Background: an optimization exercise with open tools, aiming at small area, a short achievable clock period and few clock cycles. Do not read the settings as production practice. At most, simulation tests tie the RTL to the original design; equivalence was not proved.

Design FPU, start of the top module:
module FPU
	#(
		parameter PRECISION = 32
	) (
		input [PRECISION-1:0] A,
		input [PRECISION-1:0] B,
		input Clk,
		input Reset,
		input [1:0] Operation,
		output [PRECISION-1:0] Result,
		output Done
	);
	localparam [31:0] C32 = 32'b0_01111111_11100001111000011110001;
	localparam [31:0] C48 = 32'b0_10000000_01101001011010010110101;
	localparam [31:0] TWO = 32'h40000000;
	reg [31:0] rA, rB;
	reg [1:0] rOp;
	reg [31:0] X, Y;
	reg [2:0] iter;
	reg D;
	reg sStart, sA0, sT, sS, sX, sF;
	reg negY;
	wire [31:0] Nq = {rA[31], 8'd126, rA[22:0]};
	wire [31:0] Dq = {rB[31], 8'd126, rB[22:0]};
	wire divSpecial;
	wire [31:0] divSpecialResult;
	wire [8:0] expDiff;
	FP_DivCheck chk (.A(rA), .B(rB), .special(divSpecial), .specialResult(divSpecialResult), .expDiff(expDiff));
	wire isDiv = rOp[1] & rOp[0];
	wire [31:0] mulA = sStart ? (rOp[0] ? C32 : rA) : sT ? X : sX ? {Y[31] ^ negY, Y[30:0]} : Nq;
	wire [31:0] mulB = (sStart | sT) ? {rB[31], ((sStart & ~rOp[0]) ? rB[30:23] : 8'd126), rB[22:0]} : X;
	wire [7:0] mulAdj = sF ? rA[30:23] - rB[30:23] : 8'd0;    
	wire [31:0] mulR;
	FP_Multiplier mul (.A(mulA), .B(mulB), .expAdj(mulAdj), .Result(mulR));
	wire addDiv = rOp[1];
	wire [31:0] addA = addDiv ? (sA0 ? C48 : TWO) : rA;
	wire [31:0] addB = Y;
	wire addOp = addDiv | rOp[0];
	wire [31:0] addR;
	fadd_comb add (.inA(addA), .inB(addB), .op(addOp), .out(addR));
	wire converged = (mulR[31:1] == 31'h1fc00000);
	wire stop = (mulR == X) | (iter == 3'd6);
	wire bigT = (mulR[30:23] >= 8'd152) & (mulR[30:23] != 8'hff);
	always @(posedge Clk) begin
		if (Reset) begin
			rA <= A;
			rB <= B;
			rOp <= Operation;
		end
		sStart <= Reset;
  ...
==> flow/config.mk <==
export PLATFORM = sky130hd
export DESIGN_NAME = FPU
export DESIGN_NICKNAME = FPU
export VERILOG_FILES = /design/flow/design.v
export SDC_FILE = /design/flow/constraint.sdc
export NUM_CORES = 4
export LEC_CHECK = 0
export ABC_AREA = 1
export CAP_MARGIN = 20
export CORE_MARGIN = 2
export CORE_UTILIZATION = 40
export SLEW_MARGIN = 20
==> flow/constraint.sdc <==
create_clock -name core_clock -period 40.0 [get_ports {Clk}]
set_input_delay 8.0000 -clock core_clock [delete_from_list [all_inputs] [get_ports {Clk}]]
set_output_delay 8.0000 -clock core_clock [all_outputs]
set_load 0.01 [all_outputs]
standard.sh (not shown) runs the stock make flow with config.mk's settings and CLKGATE_MAP_FILE= SYNTH_SCRIPT=/design/flow/synth_recipe.tcl, a recipe that flattens the netlist after the stock synthesis.
==> flow/flow/run.sh <==
#!/bin/bash
# Standard ORFS layout (the standard.sh, unchanged synthesis), with
# repair_timing asked to leave a larger setup margin than the default so the
# resizer works on the critical paths although the 40 ns clock is met.
set -euo pipefail
cd "$(dirname "$0")/.."
bash standard.sh SETUP_SLACK_MARGIN=31 finish > standard_flow.log 2>&1
Edit:
--- a/flow/flow/run.sh
+++ b/flow/flow/run.sh
@@ -6,2 +6,2 @@
 cd "$(dirname "$0")/.."
-bash standard.sh SETUP_SLACK_MARGIN=31 finish > standard_flow.log 2>&1
+bash standard.sh SETUP_SLACK_MARGIN=30.8 finish > standard_flow.log 2>&1
What happened: Register-to-register slack got worse by 0.15 ns. Global-route usage grows by 0.16 points. Area after synthesis does not change. Wire length barely changes.
No run of this note included a check of the RTL's function; only the layout flow was run.


Another version of the RTL of FPU (not shown whole).
For scale: ~170 flip-flops, ~100 I/O pins.
## FPU
module FPU
	#(
		parameter PRECISION = 32
	) (
		input [PRECISION-1:0] A,
		input [PRECISION-1:0] B,
		input Clk,
		input Reset,
		input [1:0] Operation,
		output [PRECISION-1:0] Result,
		output Done
	);
==> flow/config.mk <==
export PLATFORM = sky130hd
export DESIGN_NAME = FPU
export DESIGN_NICKNAME = FPU
export VERILOG_FILES = /design/flow/design.v
export SDC_FILE = /design/flow/constraint.sdc
export NUM_CORES = 4
export LEC_CHECK = 0
export CAP_MARGIN = 20
export CORE_MARGIN = 2
export CORE_UTILIZATION = 40
export SLEW_MARGIN = 20
==> flow/constraint.sdc <==
create_clock -name core_clock -period 40.0 [get_ports {Clk}]
set_input_delay 8.0000 -clock core_clock [delete_from_list [all_inputs] [get_ports {Clk}]]
set_output_delay 8.0000 -clock core_clock [all_outputs]
set_load 0.01 [all_outputs]
==> flow/flow/run.sh <==
#!/bin/bash
# Standard ORFS layout (the standard.sh, unchanged synthesis), with
# repair_timing asked to leave a larger setup margin than the default so the
# resizer works on the critical paths although the 40 ns clock is met.
set -euo pipefail
cd "$(dirname "$0")/.."
bash standard.sh SETUP_SLACK_MARGIN=30 finish > standard_flow.log 2>&1
Testbench counts at the start, summed over its fixed seeds: cycles 84,080.
Edit:
--- a/flow/flow/run.sh
+++ b/flow/flow/run.sh
@@ -7 +7 @@
-bash standard.sh SETUP_SLACK_MARGIN=30 finish > standard_flow.log 2>&1
+bash standard.sh SETUP_SLACK_MARGIN=31 finish > standard_flow.log 2>&1
=> Via count increases by 5.2%; cell area went up by 9.6%; synthesized area is unchanged; core utilization grows by 4.5 points; routed wire length rises by 6.5%; worst setup slack gains 0.30 ns; final cell count went up by 3.6%; maximum frequency came out higher by 3.1%; flip-flop and latch count does not change.


## run A
Another version of the RTL of FPU (not shown whole).
Size in the first run: about 5200 cells after synthesis, about 140 flip-flops, roughly 100 I/O pins, roughly 0.035 sq mm of cells after synthesis.
## FPU
module FPU
	#(
		parameter PRECISION = 32
	) (
		input [PRECISION-1:0] A,
		input [PRECISION-1:0] B,
		input Clk,
		input Reset,
		input [1:0] Operation,
		output [PRECISION-1:0] Result,
		output Done
	);
==> flow/config.mk <==
export PLATFORM = sky130hd
export DESIGN_NAME = FPU
export DESIGN_NICKNAME = FPU
export VERILOG_FILES = /design/flow/design.v
export SDC_FILE = /design/flow/constraint.sdc
export NUM_CORES = 4
export LEC_CHECK = 0
export ABC_AREA = 1
export CAP_MARGIN = 20
export CORE_MARGIN = 2
export CORE_UTILIZATION = 55
export PLACE_DENSITY = 0.7
export SLEW_MARGIN = 20
==> flow/constraint.sdc <==
create_clock -name core_clock -period 40.0 [get_ports {Clk}]
set_input_delay 8.0000 -clock core_clock [delete_from_list [all_inputs] [get_ports {Clk}]]
set_output_delay 8.0000 -clock core_clock [all_outputs]
set_load 0.01 [all_outputs]
==> flow/flow/run.sh <==
#!/bin/bash
# Standard ORFS layout (the standard.sh, unchanged synthesis), with
# repair_timing asked to leave a larger setup margin than the default so the
# resizer works on the critical paths although the 40 ns clock is met.
set -euo pipefail
cd "$(dirname "$0")/.."
bash standard.sh SETUP_SLACK_MARGIN=30.8 finish > standard_flow.log 2>&1
Run A finished every step from synthesis to the final layout, and the layout passed the timing, design-rule and antenna checks.
Testbench counts of run A, summed over its fixed seeds: cycles 81,175.
diff inputs: run A => run B
Settings: swapping 20 for 5 in CAP_MARGIN; clearing PLACE_DENSITY, which used to be 0.7; swapping 20 for 5 in SLEW_MARGIN; swapping 55 for 40 in CORE_UTILIZATION.
### Flow results
- Run B completed end to end with timing, DRC and antenna clean.
- Side by side, width of the chip turned out higher in run B than in run A.
- Summary of run B over run A: final instance area climbed 270 sq um; wire length on met1 climbed 9300 um.
- Re met2 global-route usage: run A was higher than run B.
- Diff run A..run B | period utilization | negligible
- Between run A and run B, the difference in clock-cell share of area is negligible.
- The lower placed instance area of run A and run B is in run A.
- The number of buffers inserted for hold repair after clock tree synthesis of run B and that of run A are within noise of each other.
- Quantity of gates resized following cts, run B vs run A: up by more than 10%
- ~same achievable frequency in run A and run B
Relative to run B, the following input files were edited for run C:
Settings: SLEW_MARGIN changed from 5 to 20; CAP_MARGIN changed from 5 to 20.
-- flow/flow/run.sh --
<<< run B, line 5
set -euo pipefail
cd "$(dirname "$0")/.."
bash standard.sh SETUP_SLACK_MARGIN=30.8 finish > standard_flow.log 2>&1
>>> run C, line 5
set -euo pipefail
cd "$(dirname "$0")/.."
bash standard.sh SETUP_SLACK_MARGIN=30.6 finish > standard_flow.log 2>&1
Results
| delay of the slowest cell on the worst path | run C vs run B | 0.11 ns higher |
Run C finished all stages; the layout is clean.
Delta(fraction of layout instances using a drive strength above 1, run C - run B) < 0
--- input diff run C..run D ---
Settings: setting GPL_ROUTABILITY_DRIVEN to 0 for the first time.
-- flow/flow/run.sh --
<<< run C, line 5
set -euo pipefail
cd "$(dirname "$0")/.."
bash standard.sh SETUP_SLACK_MARGIN=30.6 finish > standard_flow.log 2>&1
>>> run D, line 5
set -euo pipefail
cd "$(dirname "$0")/.."
bash standard.sh SETUP_SLACK_MARGIN=30.8 finish > standard_flow.log 2>&1
## What came out
- On sequential share of layout area, run C tracks run D almost exactly.
- Comparing run D with run C, the layout net count came out essentially unchanged.
- The time the final worst path needs with I/O delays and setup number comes out higher for run C vs run D.
- Any difference in final cell count between run D and run C is small enough to ignore.
- Compared to run C, run D has final worst setup slack 0.13 ns higher.


v32:
FPU, a different RTL version from the one above (not shown whole).
Size in the first run: roughly 4500 cells after synthesis, roughly 140 flip-flops, about 100 I/O pins, roughly 36000 µm² of cells after synthesis.
Settings: LEC_CHECK=0, CAP_MARGIN=20, CORE_MARGIN=2, CORE_UTILIZATION=40, SLEW_MARGIN=20; clock period 40.0 ns.
==> flow/flow/run.sh <==
#!/bin/bash
# Standard ORFS layout (the standard.sh, unchanged synthesis), with
# repair_timing asked to leave a larger setup margin than the default so the
# resizer works on the critical paths although the 40 ns clock is met.
set -euo pipefail
cd "$(dirname "$0")/.."
bash standard.sh SETUP_SLACK_MARGIN=30 REMOVE_ABC_BUFFERS=1 finish > standard_flow.log 2>&1
For v10, these inputs were changed with respect to v32:
--- a/flow/flow/run.sh
+++ b/flow/flow/run.sh
@@ -5,3 +5,3 @@
 set -euo pipefail
 cd "$(dirname "$0")/.."
-bash standard.sh SETUP_SLACK_MARGIN=30 REMOVE_ABC_BUFFERS=1 finish > standard_flow.log 2>&1
+bash standard.sh SETUP_SLACK_MARGIN=30 finish > standard_flow.log 2>&1
--- outcome ---
Across v32 and v10, none had a timing, DRC or antenna violation. Sort v32 and v10 by number of instances on the worst hold path desc -> top: v10. Any difference in register share of the cell area between v32 and v10 is small enough to ignore. Higher total vias in the final route among v32 and v10: v32. Of v10 and v32, it is v10 that has the lower number of inserted filler cells in the final layout. Compared with v32, v10 shows a higher endpoint arrival time on the critical path. In the metrics for v32 and v10, the one carrying the lower utilization is v10. In v10, final non-filler cell area is lower than in v32. Between v32 and v10, global-route met2 utilization is lower for v10, v32 comes in above that. Summary: with v32 as the reference, first-iteration DRC count in v10 moved up slightly.
No functional check of the RTL was part of any run of this note.


Another version of the RTL of FPU (not shown whole).
Size in the first run: about 140 flip-flops, ~37000 µm² of cells after synthesis.
Settings: LEC_CHECK=0, CAP_MARGIN=20, CORE_MARGIN=2, CORE_UTILIZATION=40, SLEW_MARGIN=20; clock period 40.0 ns.
==> flow/flow/run.sh <==
#!/bin/bash
# Standard ORFS layout (the standard.sh, unchanged synthesis), with
# repair_timing asked to leave a larger setup margin than the default so the
# resizer works on the critical paths although the 40 ns clock is met.
set -euo pipefail
cd "$(dirname "$0")/.."
bash standard.sh SETUP_SLACK_MARGIN=30.5 finish > standard_flow.log 2>&1
The starting point completed with no timing, DRC or antenna violations.
Testbench counts at the start, summed over its fixed seeds: cycles 81,175.
Rerun with:
--- a/flow/flow/run.sh
+++ b/flow/flow/run.sh
@@ -5,3 +5,3 @@
 set -euo pipefail
 cd "$(dirname "$0")/.."
-bash standard.sh SETUP_SLACK_MARGIN=30.5 finish > standard_flow.log 2>&1
+bash standard.sh SETUP_SLACK_MARGIN=31 finish > standard_flow.log 2>&1
After rerunning:
- setup slack improves by 0.45 ns
- via count went up by 3.9%
- synthesized area is unchanged
- count of clock-buffer cells in the layout went up by 1
- final area went up by 8.5%
- utilization went up by 3.9 points
- final cell count went up by 3.4%
- non-clock buffer count went up by 201
- routed wire length went up by 4.9%
Rerun with:
--- a/flow/flow/run.sh
+++ b/flow/flow/run.sh
@@ -5,3 +5,3 @@
 set -euo pipefail
 cd "$(dirname "$0")/.."
-bash standard.sh SETUP_SLACK_MARGIN=31 finish > standard_flow.log 2>&1
+bash standard.sh SETUP_SLACK_MARGIN=30.8 finish > standard_flow.log 2>&1
Settings changed: ABC_AREA set to 1.
What happened: Clock-buffer cell count drops by 1. First-iteration DRC count drops by 18%. Worst setup slack stays flat. Sequential share of layout area climbs by 1.1 points. Worst hold slack gets worse by 0.12 ns. Final cell count climbs by 9.0%. Critical path depth does not change. Routed wire length drops by 7.0%. Global-route usage drops by 0.82 points.
Rerun with:
--- a/flow/flow/run.sh
+++ b/flow/flow/run.sh
@@ -5,3 +5,3 @@
 set -euo pipefail
 cd "$(dirname "$0")/.."
-bash standard.sh SETUP_SLACK_MARGIN=30.8 finish > standard_flow.log 2>&1
+bash standard.sh SETUP_SLACK_MARGIN=30 finish > standard_flow.log 2>&1
Settings changed: ABC_AREA 1 to unset.
=>
- worst hold slack is better by 0.11 ns
- utilization goes down by 1.6 points
- final area is about the same


Starting RTL as in the previous note.
Settings: LEC_CHECK=0, ABC_AREA=1, CAP_MARGIN=20, CORE_MARGIN=2, CORE_UTILIZATION=40, PLACE_DENSITY=0.72, SLEW_MARGIN=20; clock period 40.0 ns.
==> flow/flow/run.sh <==
#!/bin/bash
# Standard ORFS layout (the standard.sh, unchanged synthesis), with
# repair_timing asked to leave a larger setup margin than the default so the
# resizer works on the critical paths although the 40 ns clock is met.
set -euo pipefail
cd "$(dirname "$0")/.."
bash standard.sh SETUP_SLACK_MARGIN=30.8 finish > standard_flow.log 2>&1
Testbench counts at the start, summed over its fixed seeds: cycles 81,175.
Edit:
--- a/flow/flow/run.sh
+++ b/flow/flow/run.sh
@@ -5,3 +5,3 @@
 set -euo pipefail
 cd "$(dirname "$0")/.."
-bash standard.sh SETUP_SLACK_MARGIN=30.8 finish > standard_flow.log 2>&1
+bash standard.sh SETUP_SLACK_MARGIN=30 finish > standard_flow.log 2>&1
- PLACE_DENSITY: 0.72 -> unset
Fmax came out lower by a few percent.
Cell area came out lower by a few percent.
Clock skew barely changes.
Worst hold slack degrades by 0.0070 ns.
Non-clock buffer count came out lower by 107.
Critical path depth came out lower by 4.
Routed wire length came out lower slightly.
Core utilization came out lower by 1.7 points.
Worst setup slack degrades by 0.57 ns.
Edit:
--- a/flow/flow/run.sh
+++ b/flow/flow/run.sh
@@ -5,3 +5,3 @@
 set -euo pipefail
 cd "$(dirname "$0")/.."
-bash standard.sh SETUP_SLACK_MARGIN=30 finish > standard_flow.log 2>&1
+bash standard.sh SETUP_SLACK_MARGIN=31 finish > standard_flow.log 2>&1
After rerunning: The new run ran to the end with no violations. Clock skew stays flat. Hold slack loses 0.0053 ns. Worst setup slack improved by 0.60 ns.


run 1:
FPU with an RTL version that a note above also has.
Size in the first run: ~140 flip-flops, about 100 I/O pins, roughly 0.035 mm^2 of cells after synthesis.
clock: 40.0 ns
lec_check: 0
abc_area: 1
cap_margin: 20
core_margin: 2
core_utilization: 40
slew_margin: 20
run.sh (not shown) runs the stock make flow with config.mk's settings and CLKGATE_MAP_FILE= SYNTH_SCRIPT=/design/flow/synth_recipe.tcl, a recipe that flattens the netlist after the stock synthesis.
Stock flow here: none of the scripts above is used.
Testbench counts of run 1, summed over its fixed seeds: cycles 81,175.
The following lists how run 2 was set up differently from run 1:
==> flow/flow/run.sh (new file) <==
#!/bin/bash
# Standard ORFS layout (the standard.sh, unchanged synthesis), with
# repair_timing asked to leave a larger setup margin than the default so the
# resizer works on the critical paths although the 40 ns clock is met.
set -euo pipefail
cd "$(dirname "$0")/.."
bash standard.sh SETUP_SLACK_MARGIN=30.8 finish > standard_flow.log 2>&1
==> flow/standard.sh (new file) <==
#!/bin/bash
# synth_recipe.tcl (not shown) runs the flow's synth.tcl, then flattens the netlist and writes it again
# the make line also repeats each setting of config.mk as NAME=value (left out here)
make -C /OpenROAD-flow-scripts/flow DESIGN_CONFIG=/design/flow/config.mk WORK_HOME=/design/flow/orfs CLKGATE_MAP_FILE= SYNTH_SCRIPT=/design/flow/synth_recipe.tcl "${@:-finish}"
removed: flow/run.sh
==> comparison <==
Worst hold margin on run 2 is up relative to run 1.
Changes observed in run 2 relative to run 1: proportion of cell area occupied by registers went down; portion of the layout cell area used by non-clock buffers went up; required time at the worst-slack endpoint went down; global-route wire length before repair went up; largest clock skew in the final design did not really move.
Edits applied to the flow inputs when going from run 2 to run 3:
# run 2
export LEC_CHECK = 0
export ABC_AREA = 1
export CAP_MARGIN = 20
export CORE_MARGIN = 2
export CORE_UTILIZATION = 40
export SLEW_MARGIN = 20
create_clock -name core_clock -period 40.0 [get_ports {Clk}]
# run 3
export LEC_CHECK = 0
export CAP_MARGIN = 20
export CORE_MARGIN = 2
export CORE_UTILIZATION = 40
export SLEW_MARGIN = 20
create_clock -name core_clock -period 40.0 [get_ports {Clk}]
- Run 3 completed every stage of the flow, and the final layout passed the timing, design-rule and antenna checks.
- Higher hold slack goes to run 2 over run 3.
- In the metrics for run 3 and run 2, the one carrying the lower area of the die is run 2.
- Lower worst slack at placement among run 3 and run 2: run 2
- Sequential share of layout area: run 3 vs run 2 down 1.0 points
- A largest family of logic cells by synthesized area of compound AO/OA/AOI/OAI gates is what run 3 shows, while simple AND/OR/NAND/NOR gates belongs to run 2.
- First-pass GRT wire length for run 3: 16 mm up relative to run 2

[afterwards: timing with drivers on the ports]
In the flow no input, the clock included, has a driving cell. The finished layouts below were timed again as built, in two steps.
Step 1 sets driving cells, clkbuf_16 on the clock port and buf_2 on the other inputs (assumed; they add their load-dependent delay and slew).
Step 2 also shifts input and output timing later by t, the mid clock arrival at the registers, as if the neighbouring blocks saw the same clock.
Three values: ideal ports, drivers, drivers and shift; two values: the first two.
run	shift t [ns]	setup WS [ns]	clock arrival spread, ns	worst register clock-pin slew, ns	cell pins on the clock port's net
the first run of note 1	0.512	30.755 / 30.706 / 30.522	0.019 / 0.019	0.07 / 0.07	1
the second run of note 1	0.501	30.640 / 30.640 / 30.396	0.025 / 0.024	0.08 / 0.08	1
the first run of note 2	0.556	30.102 / 30.102 / 29.981	0.030 / 0.029	0.10 / 0.10	1
the second run of note 2	0.562	30.403 / 30.403 / 30.294	0.015 / 0.015	0.08 / 0.08	1
run A	0.491	30.729 / 30.680 / 30.399	0.017 / 0.016	0.08 / 0.08	1
run B	0.512	30.754 / 30.697 / 30.342	0.017 / 0.017	0.07 / 0.07	1
run C	0.512	30.621 / 30.565 / 30.239	0.014 / 0.014	0.07 / 0.07	1
run D	0.503	30.751 / 30.695 / 30.382	0.014 / 0.014	0.07 / 0.07	1
v32	0.519	29.478 / 29.478 / 29.478	0.022 / 0.022	0.08 / 0.08	1
v10	0.519	29.591 / 29.591 / 29.591	0.018 / 0.018	0.08 / 0.08	1
the first run of note 5	0.506	30.339 / 30.371 / 29.865	0.020 / 0.020	0.08 / 0.08	1
the second run of note 5	0.514	30.790 / 30.735 / 30.569	0.018 / 0.018	0.08 / 0.08	1
the third run of note 5	0.486	30.792 / 30.742 / 30.384	0.016 / 0.016	0.08 / 0.08	1
the fourth run of note 5	0.508	29.952 / 29.897 / 29.643	0.021 / 0.021	0.08 / 0.08	1
the first run of note 6	0.490	30.765 / 30.750 / 30.272	0.012 / 0.013	0.07 / 0.07	1
the second run of note 6	0.493	30.196 / 30.144 / 29.830	0.013 / 0.013	0.07 / 0.07	1
the third run of note 6	0.500	30.793 / 30.739 / 30.562	0.015 / 0.016	0.08 / 0.08	1
run 1	0.514	27.942 / 27.942 / 27.942	0.015 / 0.015	0.08 / 0.08	1
run 2	0.512	30.754 / 30.697 / 30.342	0.017 / 0.017	0.07 / 0.07	1
run 3	0.504	30.511 / 30.511 / 30.261	0.023 / 0.023	0.07 / 0.07	1
After both steps every run listed still meets setup and hold. For the first run of note 6, which loses most, drivers alone change the setup slack by -0.015 ns; drivers and shift together by -0.493 ns.
